This design comes from an exercise in tuning for small area and a short achievable clock period on the open sky130 flow, not from production work.
At most, simulation tests tie the RTL to the original design; equivalence was not proved.

==> 05-19: inputs <==
==> flow/design.v <==
`timescale 1ns / 1ps
module sm3_padding(
    input wire clk,
    input wire rst_n,
    input wire data,
    input wire data_en,
    output wire sbit,
    output reg [8:0] tcnt,
    output reg cblk,         
    output reg clast,        
    output reg p0            
);
    reg den1, den2, den3;
    reg din1, din2;
    reg pz;                  
    reg fin;                 
    reg [15:0] len;
    wire mstart = den1 & ~den2;
    wire first_pad = den3 & ~den2;
    wire act = den2 | first_pad | pz;
    wire tend = (tcnt == 9'd511);
    assign sbit = den2 ? din2 :
                  first_pad ? 1'b1 :
                  (fin & (tcnt[8:4] == 5'b11111)) ? len[~tcnt[3:0]] : 1'b0;
    always @(posedge clk) begin
        din1 <= data;
        din2 <= din1;
    end
    always @(posedge clk or negedge rst_n) begin
        if (rst_n == 1'b0) begin
            den1 <= 1'b0;
            den2 <= 1'b0;
            den3 <= 1'b0;
            pz <= 1'b0;
            fin <= 1'b0;
            cblk <= 1'b0;
            clast <= 1'b0;
            p0 <= 1'b0;
            tcnt <= 9'd0;
        end
        else begin
            den1 <= data_en;
            den2 <= den1;
            den3 <= den2;
            tcnt <= mstart ? 9'd0 : tcnt + 9'd1;
            if (mstart) begin
                cblk <= 1'b0;
                clast <= 1'b0;
                p0 <= 1'b1;
            end
            else if (tend) begin
                cblk <= act;
                clast <= fin;
                p0 <= 1'b0;
            end
            if (tend & (pz | first_pad)) begin
                pz <= ~fin;
                fin <= ~fin;
            end
            else if (first_pad) begin
                pz <= 1'b1;
                fin <= (tcnt[8:6] != 3'b111);
            end
        end
    end
    always @(posedge clk) begin
        len <= mstart ? 16'd0 : len + {15'd0, den2};
    end
endmodule
`timescale 1ns / 1ps
module sm3_core(
    input wire clk,
    input wire rst_n,
    input wire sbit,
    input wire [8:0] tcnt,
    input wire cblk,
    input wire clast,
    input wire p0,
    output reg hash_value,
    output reg hash_value_en
);
    localparam [255:0] IV = 256'h7380166f4914b2b9172442d7da8a0600a96f30bc163138aae38dee4db0fb0e4e;
    function [31:0] p0f;
        input [31:0] x;
        begin
            p0f = x ^ {x[22:0], x[31:23]} ^ {x[14:0], x[31:15]};
        end
    endfunction
    function [31:0] p1f;
        input [31:0] x;
        begin
            p1f = x ^ {x[16:0], x[31:17]} ^ {x[8:0], x[31:9]};
        end
    endfunction
    wire [3:0] q = tcnt[8:5];
    wire [4:0] r = tcnt[4:0];
    wire busy = cblk & (tcnt >= 9'd2) & (tcnt <= 9'd129);
    wire xc = busy & ~tcnt[0];
    wire yc = busy & tcnt[0];
    wire expy = yc & (tcnt <= 9'd105);
    wire fold = cblk & (tcnt == 9'd130);
    wire lds = (tcnt[7:0] == 8'd130);
    wire [5:0] j = tcnt[6:1] - 6'd1;
    wire hi_ins = ((r == {q, 1'b1}) & (q != 4'd1) & (q != 4'd2) & (q != 4'd3)) |
                  ((q == 4'd4) & ((r == 5'd3) | (r == 5'd5) | (r == 5'd7)));
    wire [4:0] rm3 = r - 5'd3;
    wire win = clast & (tcnt >= 9'd131) & (tcnt <= 9'd386);
    reg [31:0] ibuf;
    reg [31:0] e0, e1, e2, e3;
    always @(posedge clk) begin
        ibuf <= {ibuf[30:0], sbit};
        if (r == 5'd0) begin
            case (tcnt[6:5])
                2'd1: e0 <= ibuf;
                2'd2: e1 <= ibuf;
                2'd3: e2 <= ibuf;
                default: e3 <= ibuf;
            endcase
        end
    end
    reg [31:0] esel;
    always @(*) begin
        case (rm3[2:1])
            2'd0: esel = e0;
            2'd1: esel = e1;
            2'd2: esel = e2;
            default: esel = e3;
        endcase
    end
    reg [15:0] rg [0:31];
    reg [15:0] wlo;
    reg lo_pend;
    wire [31:0] wy0  = {rg[0], rg[1]};
    wire [31:0] wy3  = {rg[6], rg[7]};
    wire [31:0] wy7  = {rg[14], rg[15]};
    wire [31:0] wy10 = {rg[20], rg[21]};
    wire [31:0] wy13 = {rg[26], rg[27]};
    wire [31:0] wx0  = {rg[1], rg[2]};
    wire [31:0] wx4  = {rg[9], rg[10]};
    wire [31:0] wnew = p1f(wy0 ^ wy7 ^ {wy13[16:0], wy13[31:17]}) ^ {wy3[24:0], wy3[31:25]} ^ wy10;
    wire [15:0] tin = hi_ins ? esel[31:16] :
                      expy ? wnew[31:16] :
                      lo_pend ? wlo : rg[0];
    integer k;
    always @(posedge clk) begin
        for (k = 0; k < 31; k = k + 1)
            rg[k] <= rg[k + 1];
        rg[31] <= tin;
        wlo <= hi_ins ? esel[15:0] : wnew[15:0];
    end
    always @(posedge clk or negedge rst_n) begin
        if (rst_n == 1'b0)
            lo_pend <= 1'b0;
        else
            lo_pend <= hi_ins | expy;
    end
    reg [31:0] A, B, C, D, E, F, G, H;
    reg [31:0] ss1, q1, q2;
    wire lo16 = (j[5:4] == 2'b00);
    wire [31:0] tj = lo16 ? 32'h79cc4519 : 32'h7a879d8a;
    wire [31:0] tjr = (tj << j[4:0]) | (tj >> (6'd32 - {1'b0, j[4:0]}));
    wire [31:0] a12 = {A[19:0], A[31:20]};
    wire [31:0] ss_sum = a12 + E + tjr;
    wire [31:0] ff = lo16 ? (A ^ B ^ C) : ((A & B) | (A & C) | (B & C));
    wire [31:0] gg = lo16 ? (E ^ F ^ G) : ((E & F) | (~E & G));
    wire [31:0] tt1 = q1 + (ss1 ^ a12);
    wire [31:0] tt2 = q2 + ss1;
    reg [255:0] V;
    wire [255:0] S = {A, B, C, D, E, F, G, H};
    always @(posedge clk) begin
        ss1 <= {ss_sum[24:0], ss_sum[31:25]};
        q1 <= ff + D + (wx0 ^ wx4);
        q2 <= gg + H + wx0;
        if (yc) begin
            A <= tt1;
            B <= A;
            C <= {B[22:0], B[31:23]};
            D <= C;
            E <= p0f(tt2);
            F <= E;
            G <= {F[12:0], F[31:13]};
            H <= G;
        end
        else if (lds) begin
            {A, B, C, D, E, F, G, H} <= V;
        end
    end
    wire [7:0] ividx = 8'd129 - tcnt[7:0];
    wire ivbit = IV[ividx];
    wire [255:0] vrot = {V[254:0], V[255]} ^ ({S[254:0], S[255]} & {256{fold}});
    always @(posedge clk) begin
        V <= {vrot[255:1], p0 ? ivbit : vrot[0]};
        hash_value <= V[0] & win;
    end
    always @(posedge clk or negedge rst_n) begin
        if (rst_n == 1'b0)
            hash_value_en <= 1'b0;
        else
            hash_value_en <= win;
    end
endmodule
`timescale 1ns / 1ps
module sm3(
    input wire clk,
    input wire rst_n,
    input wire data,
    input wire data_en,
    output wire hash_value,
    output wire hash_value_en
);
    wire sbit;
    wire [8:0] tcnt;
    wire cblk, clast, p0;
    sm3_padding sm3_padding(
        .clk(clk),
        .rst_n(rst_n),
        .data(data),
        .data_en(data_en),
        .sbit(sbit),
        .tcnt(tcnt),
        .cblk(cblk),
        .clast(clast),
        .p0(p0)
    );
    sm3_core sm3_core(
        .clk(clk),
        .rst_n(rst_n),
        .sbit(sbit),
        .tcnt(tcnt),
        .cblk(cblk),
        .clast(clast),
        .p0(p0),
        .hash_value(hash_value),
        .hash_value_en(hash_value_en)
    );
endmodule
==> flow/run.sh <==
#!/bin/bash
# synth_recipe.tcl (not shown) runs the flow's synth.tcl, then flattens the netlist and writes it again
# the make line also repeats each setting of config.mk as NAME=value (left out here)
make -C /OpenROAD-flow-scripts/flow DESIGN_CONFIG=/design/flow/config.mk WORK_HOME=/design/flow/orfs CLKGATE_MAP_FILE= SYNTH_SCRIPT=/design/flow/synth_recipe.tcl finish
==> flow/config.mk <==
export PLATFORM = sky130hd
export DESIGN_NAME = sm3
export DESIGN_NICKNAME = sm3
export VERILOG_FILES = /design/flow/design.v
export SDC_FILE = /design/flow/constraint.sdc
export NUM_CORES = 4
export LEC_CHECK = 0
export ABC_CLOCK_PERIOD_IN_PS = 3000
export CAP_MARGIN = 20
export CORE_MARGIN = 2
export CORE_UTILIZATION = 55
export SLEW_MARGIN = 20
==> flow/constraint.sdc <==
create_clock -name core_clock -period 10.5 [get_ports {clk}]
set_input_delay 2.1000 -clock core_clock [delete_from_list [all_inputs] [get_ports {clk}]]
set_output_delay 2.1000 -clock core_clock [all_outputs]
set_load 0.01 [all_outputs]
==> 01-01 (differences from 05-19) <==
==> flow/design.v, changed modules only <==
module sm3_core(
    input wire clk,
    input wire rst_n,
    input wire sbit,
    input wire [8:0] tcnt,
    input wire cblk,
    input wire clast,
    input wire p0,
    output reg hash_value,
    output reg hash_value_en
);
    localparam [255:0] IV = 256'h7380166f4914b2b9172442d7da8a0600a96f30bc163138aae38dee4db0fb0e4e;
    function [31:0] p0f;
        input [31:0] x;
        begin
            p0f = x ^ {x[22:0], x[31:23]} ^ {x[14:0], x[31:15]};
        end
    endfunction
    function [31:0] p1f;
        input [31:0] x;
        begin
            p1f = x ^ {x[16:0], x[31:17]} ^ {x[8:0], x[31:9]};
        end
    endfunction
    wire [8:0] tn = tcnt + 9'd1;
    wire [3:0] qn = tn[8:5];
    wire [4:0] rn = tn[4:0];
    wire [4:0] rnm3 = rn - 5'd3;
    reg xc, yc, expy, fold, lds, hi_ins, win, lo16;
    reg [1:0] esl;
    reg [31:0] trot;
    always @(posedge clk or negedge rst_n) begin
        if (rst_n == 1'b0) begin
            xc <= 1'b0;
            yc <= 1'b0;
            expy <= 1'b0;
            fold <= 1'b0;
            lds <= 1'b0;
            hi_ins <= 1'b0;
            win <= 1'b0;
        end
        else begin
            xc <= cblk & (tn >= 9'd2) & (tn <= 9'd129) & ~tn[0];
            yc <= cblk & (tn >= 9'd2) & (tn <= 9'd129) & tn[0];
            expy <= cblk & (tn >= 9'd2) & (tn <= 9'd105) & tn[0];
            fold <= cblk & (tn == 9'd130);
            lds <= (tn[7:0] == 8'd130);
            hi_ins <= ((rn == {qn, 1'b1}) & (qn != 4'd1) & (qn != 4'd2) & (qn != 4'd3)) |
                      ((qn == 4'd4) & ((rn == 5'd3) | (rn == 5'd5) | (rn == 5'd7)));
            win <= clast & (tn >= 9'd131) & (tn <= 9'd386);
        end
    end
    always @(posedge clk) begin
        esl <= rnm3[2:1];
        lo16 <= (tcnt[6:5] == 2'b00);
        case (tcnt[6:1])
            6'd0: trot <= 32'h79cc4519;
            6'd1: trot <= 32'hf3988a32;
            6'd2: trot <= 32'he7311465;
            6'd3: trot <= 32'hce6228cb;
            6'd4: trot <= 32'h9cc45197;
            6'd5: trot <= 32'h3988a32f;
            6'd6: trot <= 32'h7311465e;
            6'd7: trot <= 32'he6228cbc;
            6'd8: trot <= 32'hcc451979;
            6'd9: trot <= 32'h988a32f3;
            6'd10: trot <= 32'h311465e7;
            6'd11: trot <= 32'h6228cbce;
            6'd12: trot <= 32'hc451979c;
            6'd13: trot <= 32'h88a32f39;
            6'd14: trot <= 32'h11465e73;
            6'd15: trot <= 32'h228cbce6;
            6'd16: trot <= 32'h9d8a7a87;
            6'd17: trot <= 32'h3b14f50f;
            6'd18: trot <= 32'h7629ea1e;
            6'd19: trot <= 32'hec53d43c;
            6'd20: trot <= 32'hd8a7a879;
            6'd21: trot <= 32'hb14f50f3;
            6'd22: trot <= 32'h629ea1e7;
            6'd23: trot <= 32'hc53d43ce;
            6'd24: trot <= 32'h8a7a879d;
            6'd25: trot <= 32'h14f50f3b;
            6'd26: trot <= 32'h29ea1e76;
            6'd27: trot <= 32'h53d43cec;
            6'd28: trot <= 32'ha7a879d8;
            6'd29: trot <= 32'h4f50f3b1;
            6'd30: trot <= 32'h9ea1e762;
            6'd31: trot <= 32'h3d43cec5;
            6'd32: trot <= 32'h7a879d8a;
            6'd33: trot <= 32'hf50f3b14;
            6'd34: trot <= 32'hea1e7629;
            6'd35: trot <= 32'hd43cec53;
            6'd36: trot <= 32'ha879d8a7;
            6'd37: trot <= 32'h50f3b14f;
            6'd38: trot <= 32'ha1e7629e;
            6'd39: trot <= 32'h43cec53d;
            6'd40: trot <= 32'h879d8a7a;
            6'd41: trot <= 32'h0f3b14f5;
            6'd42: trot <= 32'h1e7629ea;
            6'd43: trot <= 32'h3cec53d4;
            6'd44: trot <= 32'h79d8a7a8;
            6'd45: trot <= 32'hf3b14f50;
            6'd46: trot <= 32'he7629ea1;
            6'd47: trot <= 32'hcec53d43;
            6'd48: trot <= 32'h9d8a7a87;
            6'd49: trot <= 32'h3b14f50f;
            6'd50: trot <= 32'h7629ea1e;
            6'd51: trot <= 32'hec53d43c;
            6'd52: trot <= 32'hd8a7a879;
            6'd53: trot <= 32'hb14f50f3;
            6'd54: trot <= 32'h629ea1e7;
            6'd55: trot <= 32'hc53d43ce;
            6'd56: trot <= 32'h8a7a879d;
            6'd57: trot <= 32'h14f50f3b;
            6'd58: trot <= 32'h29ea1e76;
            6'd59: trot <= 32'h53d43cec;
            6'd60: trot <= 32'ha7a879d8;
            6'd61: trot <= 32'h4f50f3b1;
            6'd62: trot <= 32'h9ea1e762;
            6'd63: trot <= 32'h3d43cec5;
        endcase
    end
    wire [3:0] q = tcnt[8:5];
    wire [4:0] r = tcnt[4:0];
    reg [31:0] ibuf;
    reg [31:0] e0, e1, e2, e3;
    always @(posedge clk) begin
        ibuf <= {ibuf[30:0], sbit};
        if (r == 5'd0) begin
            case (tcnt[6:5])
                2'd1: e0 <= ibuf;
                2'd2: e1 <= ibuf;
                2'd3: e2 <= ibuf;
                default: e3 <= ibuf;
            endcase
        end
    end
    reg [31:0] esel;
    always @(*) begin
        case (esl)
            2'd0: esel = e0;
            2'd1: esel = e1;
            2'd2: esel = e2;
            default: esel = e3;
        endcase
    end
    reg [15:0] rg [0:31];
    reg [15:0] wlo;
    reg lo_pend;
    wire [31:0] wy0  = {rg[0], rg[1]};
    wire [31:0] wy3  = {rg[6], rg[7]};
    wire [31:0] wy7  = {rg[14], rg[15]};
    wire [31:0] wy10 = {rg[20], rg[21]};
    wire [31:0] wy13 = {rg[26], rg[27]};
    wire [31:0] wx0  = {rg[1], rg[2]};
    wire [31:0] wx4  = {rg[9], rg[10]};
    wire [31:0] wnew = p1f(wy0 ^ wy7 ^ {wy13[16:0], wy13[31:17]}) ^ {wy3[24:0], wy3[31:25]} ^ wy10;
    wire [15:0] tin = hi_ins ? esel[31:16] :
                      expy ? wnew[31:16] :
                      lo_pend ? wlo : rg[0];
    integer k;
    always @(posedge clk) begin
        for (k = 0; k < 31; k = k + 1)
            rg[k] <= rg[k + 1];
        rg[31] <= tin;
        wlo <= hi_ins ? esel[15:0] : wnew[15:0];
    end
    always @(posedge clk or negedge rst_n) begin
        if (rst_n == 1'b0)
            lo_pend <= 1'b0;
        else
            lo_pend <= hi_ins | expy;
    end
    reg [31:0] A, B, C, D, E, F, G, H;
    reg [31:0] ss1, q1, q2;
    wire [31:0] a12 = {A[19:0], A[31:20]};
    wire [31:0] ff = lo16 ? (A ^ B ^ C) : ((A & B) | (A & C) | (B & C));
    wire [31:0] gg = lo16 ? (E ^ F ^ G) : ((E & F) | (~E & G));
    wire [31:0] ss_sum, q1n, q2n, tt1, tt2;
    sm3_add3 add_ss(.a(a12), .b(E), .c(trot), .s(ss_sum));
    sm3_add3 add_q1(.a(ff), .b(D), .c(wx0 ^ wx4), .s(q1n));
    sm3_add3 add_q2(.a(gg), .b(H), .c(wx0), .s(q2n));
    sm3_add32 add_t1(.a(q1), .b(ss1 ^ a12), .s(tt1));
    sm3_add32 add_t2(.a(q2), .b(ss1), .s(tt2));
    reg [255:0] V;
    wire [255:0] S = {A, B, C, D, E, F, G, H};
    always @(posedge clk) begin
        ss1 <= {ss_sum[24:0], ss_sum[31:25]};
        q1 <= q1n;
        q2 <= q2n;
        if (yc) begin
            A <= tt1;
            B <= A;
            C <= {B[22:0], B[31:23]};
            D <= C;
            E <= p0f(tt2);
            F <= E;
            G <= {F[12:0], F[31:13]};
            H <= G;
        end
        else if (lds) begin
            {A, B, C, D, E, F, G, H} <= V;
        end
    end
    wire [7:0] ividx = 8'd129 - tcnt[7:0];
    wire ivbit = IV[ividx];
    wire [255:0] vrot = {V[254:0], V[255]} ^ ({S[254:0], S[255]} & {256{fold}});
    always @(posedge clk) begin
        V <= {vrot[255:1], p0 ? ivbit : vrot[0]};
        hash_value <= V[0] & win;
    end
    always @(posedge clk or negedge rst_n) begin
        if (rst_n == 1'b0)
            hash_value_en <= 1'b0;
        else
            hash_value_en <= win;
    end
endmodule
module sm3_add32(
    input wire [31:0] a,
    input wire [31:0] b,
    output wire [31:0] s
);
    wire [191:0] g;
    wire [191:0] p;
    assign g[31:0] = a & b;
    assign p[31:0] = a ^ b;
    genvar l, i;
    generate
        for (l = 0; l < 5; l = l + 1) begin : lv
            for (i = 0; i < 32; i = i + 1) begin : bt
                if ((i >> l) & 1) begin : cmb
                    localparam integer J = ((i >> l) << l) - 1;
                    assign g[(l + 1) * 32 + i] = g[l * 32 + i] | (p[l * 32 + i] & g[l * 32 + J]);
                    assign p[(l + 1) * 32 + i] = p[l * 32 + i] & p[l * 32 + J];
                end
                else begin : pas
                    assign g[(l + 1) * 32 + i] = g[l * 32 + i];
                    assign p[(l + 1) * 32 + i] = p[l * 32 + i];
                end
            end
        end
    endgenerate
    assign s = p[31:0] ^ {g[190:160], 1'b0};
endmodule
module sm3_add3(
    input wire [31:0] a,
    input wire [31:0] b,
    input wire [31:0] c,
    output wire [31:0] s
);
    wire [31:0] x = a ^ b ^ c;
    wire [31:0] y = (a & b) | (a & c) | (b & c);
    sm3_add32 add(.a(x), .b({y[30:0], 1'b0}), .s(s));
endmodule
ABC_CLOCK_PERIOD_IN_PS = default   (was 3000)
CORE_UTILIZATION = 40   (was 55)
==> 01-02 (differences from 05-19) <==
ABC_CLOCK_PERIOD_IN_PS = default   (was 3000)
CORE_UTILIZATION = 40   (was 55)
==> run summary <==
- In 01-02 the die area is larger than in 01-01, by 2.1%.
- The highest first-iteration DRC count belongs to 05-19, the lowest to 01-01.
- The highest sequential share of layout area belongs to 01-01, the lowest to 01-02.
- Worst setup slack: 05-19 < 01-02 < 01-01.
- Of 01-02 and 05-19, 01-02 has the higher final area (gap about 1.4%, measured against 05-19).
- Against 01-01, the synthesized area of 01-02 is higher by 2.1%.
- In 05-19 the critical path depth is higher than in 01-01, by 13.
- Clock-buffer cell count, highest first: 01-01, 01-02, 05-19.
- Core utilization: 01-02 < 01-01 < 05-19.
==> figures <==
                                                                              05-19                   01-01                  01-02
Count of different cell masters after synthesis                                  86                      79                     86
Tightest slew margin relative to the limit                                    0.216                   0.288                  0.248
1st-iter DRT viols                                                             3352                    2676                   2896
Worst endpoint required time                                               11.09 ns                11.21 ns               11.12 ns
Number of nets in the final layout                                             5487                    4942                   5494
Number of global-route vias before repair                                     35800                   32000                  36400
Met1 wire length                                                            74.9 mm                 65.7 mm                77.8 mm
Area of the core                                                         103000 um2              140000 um2             142000 um2
Fraction of layout instances using a drive strength above 1                  0.0970                   0.129                 0.0991
Die span in x                                                                327 um                  379 um                 383 um
Area used by multi-input combinational logic                              25200 um2               23300 um2              25100 um2
Status                                                     timing/DRC/antenna clean  timing/DRC/antenna clean  timing/DRC/antenna clean
Count of cells along the worst register-to-register path                         30                      17                     30
Ratio of layout area to synthesized area                                     1.108x                  1.131x                 1.124x
Async S/R FF share, synth                                                    0.0142                  0.0182                 0.0142
First-pass GRT wire length                                                   238 mm                  206 mm                 238 mm
Share of the cycle needed by the critical path after routing                  0.838                   0.501                  0.799
Adder-cell share of the synthesized area                                     0.0839                  0.0909                 0.0839
Cell with the biggest individual delay on the critical path   sky130_fd_sc_hd__ha_1  sky130_fd_sc_hd__buf_4  sky130_fd_sc_hd__ha_1
Only the layout flow was run in 01-01; the RTL was not checked for function there.

afterwards: timing with drivers on the ports:
Ports are ideal in the flow. The routed layouts listed here were re-timed in OpenROAD.
Step 1 sets driving cells, clkbuf_16 on the clock port and buf_2 on the other inputs (assumed; they add their load-dependent delay and slew).
Step 2 also shifts input and output timing later by t, the mid clock arrival at the registers, as if the neighbouring blocks saw the same clock.
a / b / c = no drivers / after step 1 / after step 2; a / b = the first two.
| run | t (ns) | setup WS [ns] | hold WS [ns] |
|---|---|---|---|
| 05-19 | 0.800 | 1.702 / 1.702 / 1.702 | 0.311 / 0.311 / 0.311 |
| 01-01 | 0.832 | 5.244 / 5.244 / 5.244 | 0.298 / 0.298 / 0.298 |
| 01-02 | 0.826 | 2.115 / 2.115 / 2.115 | 0.308 / 0.308 / 0.308 |
After both steps setup and hold are still met in every run listed.
